Context: an optimization exercise on an open-source flow, tuned for small area. The choices shown serve that exercise and are no tape-out recipe. In this exercise RTL edits were held to simulation tests only and were not proved equivalent to the original. Power figures rest on the tool's default switching activity, not on a simulated workload.

==> try-juniper <==
// register_bank
module register_bank
(
  input clk,
  input rst,
  input [31:0] data_in,
  input [4:0] sel_in,
  input load_en,
  output [31:0] data_out_a,
  input [4:0] sel_out_a,
  output [31:0] data_out_b,
  input [4:0] sel_out_b
);
==> module register_bank, before the edit <==
module register_bank
(
  input clk,
  input rst,
  input [31:0] data_in,
  input [4:0] sel_in,
  input load_en,
  output [31:0] data_out_a,
  input [4:0] sel_out_a,
  output [31:0] data_out_b,
  input [4:0] sel_out_b
);
  reg  [31:1] valid;
  reg  [31:0] q [1:31];
  wire [31:1] we;
  genvar i, b;
  generate
    for (i = 1; i < 32; i = i + 1) begin: x
      assign we[i] = load_en && (sel_in == i);
      always @(posedge clk) begin
        if (we[i])
          q[i] <= data_in;
      end
    end
  endgenerate
  always @(posedge clk, posedge rst) begin
    if (rst)
      valid <= 31'd0;
    else
      valid <= valid | we;
  end
  wire [31:1] sa, sb;
  generate
    for (i = 1; i < 32; i = i + 1) begin: s
      assign sa[i] = valid[i] && (sel_out_a == i);
      assign sb[i] = valid[i] && (sel_out_b == i);
    end
  endgenerate
  generate
    for (b = 0; b < 32; b = b + 1) begin: rd
      wire [31:1] col;
      for (i = 1; i < 32; i = i + 1) begin: c
        assign col[i] = q[i][b];
      end
      read_bit bit_a (.s(sa), .d(col), .y(data_out_a[b]));
      read_bit bit_b (.s(sb), .d(col), .y(data_out_b[b]));
    end
  endgenerate
endmodule
==> flow/config.mk <==
export PLATFORM = sky130hd
export DESIGN_NAME = register_bank
export DESIGN_NICKNAME = register_bank
export VERILOG_FILES = /design/flow/design.v
export SDC_FILE = /design/flow/constraint.sdc
export NUM_CORES = 4
export LEC_CHECK = 0
export CAP_MARGIN = 20
export CORE_MARGIN = 2
export CORE_UTILIZATION = 50
export PLACE_DENSITY = 0.6
export SLEW_MARGIN = 20
export SYNTH_HIERARCHICAL = 1
==> flow/constraint.sdc <==
create_clock -name core_clock -period 7.0 [get_ports {clk}]
set_input_delay 1.4000 -clock core_clock [delete_from_list [all_inputs] [get_ports {clk}]]
set_output_delay 1.4000 -clock core_clock [all_outputs]
set_load 0.01 [all_outputs]
run.sh (not shown) runs the stock make flow with config.mk's settings and CLKGATE_MAP_FILE= SYNTH_SCRIPT=/design/flow/synth_recipe.tcl, a recipe that flattens the netlist after the stock synthesis.
==> try-raven (differences from try-juniper) <==
--- a/flow/design.v
+++ b/flow/design.v
@@ -1,3 +1,13 @@
+module hold_bit
+(
+  input  e,
+  input  h,
+  input  d,
+  input  q,
+  output y
+);
+  assign y = (e & d) | (h & q);
+endmodule
 module read_aoi3
 (
   input  [2:0] s,
@@ -43,15 +53,19 @@
 );
   reg  [31:1] valid;
   reg  [31:0] q [1:31];
+  wire [31:0] nxt [1:31];
   wire [31:1] we;
+  wire [31:1] hold;
   genvar i, b;
   generate
     for (i = 1; i < 32; i = i + 1) begin: x
       assign we[i] = load_en && (sel_in == i);
-      always @(posedge clk) begin
-        if (we[i])
-          q[i] <= data_in;
+      assign hold[i] = ~we[i];
+      for (b = 0; b < 32; b = b + 1) begin: h
+        hold_bit hb (.e(we[i]), .h(hold[i]), .d(data_in[b]), .q(q[i][b]), .y(nxt[i][b]));
       end
+      always @(posedge clk)
+        q[i] <= nxt[i];
     end
   endgenerate
   always @(posedge clk, posedge rst) begin
==> flow/flow/run.sh (new file) <==
#!/bin/bash
# Standard ORFS layout with two changes:
#  - port buffers use the smallest buffer, sky130_fd_sc_hd__buf_1;
#  - clock tree synthesis without dummy loads, with small clkbuf_4 clusters.
set -euo pipefail
cd "$(dirname "$0")/.."
bash standard.sh finish \
  "BUFFER_PORTS_ARGS=-buffer_cell sky130_fd_sc_hd__buf_1" \
  "CTS_ARGS=-sink_clustering_enable -repair_clock_nets -dont_use_dummy_load -sink_clustering_size 9 -sink_clustering_max_diameter 35 -buf_list sky130_fd_sc_hd__clkbuf_4" \
  > standard.log 2>&1
==> flow/standard.sh (new file) <==
#!/bin/bash
# synth_recipe.tcl (not shown) runs the flow's synth.tcl, then flattens the netlist and writes it again
# the make line also repeats each setting of config.mk as NAME=value (left out here)
make -C /OpenROAD-flow-scripts/flow DESIGN_CONFIG=/design/flow/config.mk WORK_HOME=/design/flow/orfs CLKGATE_MAP_FILE= SYNTH_SCRIPT=/design/flow/synth_recipe.tcl "${@:-finish}"
- CORE_UTILIZATION: 50 -> 60
- PLACE_DENSITY: 0.6 -> 0.7
removed: flow/run.sh
==> notes.md <==
- try-juniper went through all stages and came out clean. try-raven completed with no timing, DRC or antenna violations.
- Of try-raven and try-juniper, try-juniper has the higher die area (gap 18%, measured against try-juniper).
- In try-raven the clock power is lower than in try-juniper, by about 46%.
- In try-raven the first-iteration DRC count is larger than in try-juniper, by about 80%.
- Against try-raven, the core utilization of try-juniper is lower by 7.9 points.
- Against try-raven, the count of clock-buffer cells in the layout of try-juniper is lower by 29.
==> figures <==
| quantity | try-raven | try-juniper |
|---|---|---|
| Finished Cell Area | 43100 µm² | 46800 µm² |
| Library cells used by synthesis | 34 | 27 |
| Maximum clock frequency | 0.162 GHz | 0.152 GHz |
| CP Buf/Inv Count | 3 | 2 |
| Complex-gate fraction of the synthesized area | 39.4% | 16.7% |
| Power attributed to the clock group | 3.07 mW | 5.65 mW |
| Outcome | timing/DRC/antenna clean | timing/DRC/antenna clean |
| Cell Pwr Density | 297 nW/µm² | 286 nW/µm² |
| Leakage power | 17.5 nW | 14.8 nW |
| Total inserted antenna cells | 15 | 4 |
| Switching Power | 3.84 mW | 2.92 mW |

[static timing again, ports no longer ideal]
No port has a modelled driver above. Below, the same layouts with a new extraction and two added sets of constraints. Step 1, drivers: a clkbuf_16 drives clk and a buf_2 each remaining input, both assumed. Step 2, shift: input delay + t, output delay - t, t = (earliest + latest rising clock arrival at the registers) / 2. This alone moves slack from input paths to output paths. Three values: ideal, step 1, step 2; two values: the first two.
run	shift t [ns]	setup slack, ns	worst setup path after step 2	latest minus earliest clock arrival (ns)	worst register clock-pin slew, ns
try-juniper	0.728	0.429 / 0.405 / 0.405	input to output	0.023 / 0.023	0.07 / 0.07
try-raven	1.091	0.810 / 0.780 / 0.780	input to output	0.115 / 0.115	0.11 / 0.11
After both steps every run listed still meets setup and hold. For try-raven, which loses most, drivers alone change the setup slack by -0.030 ns; drivers and shift together by -0.030 ns.
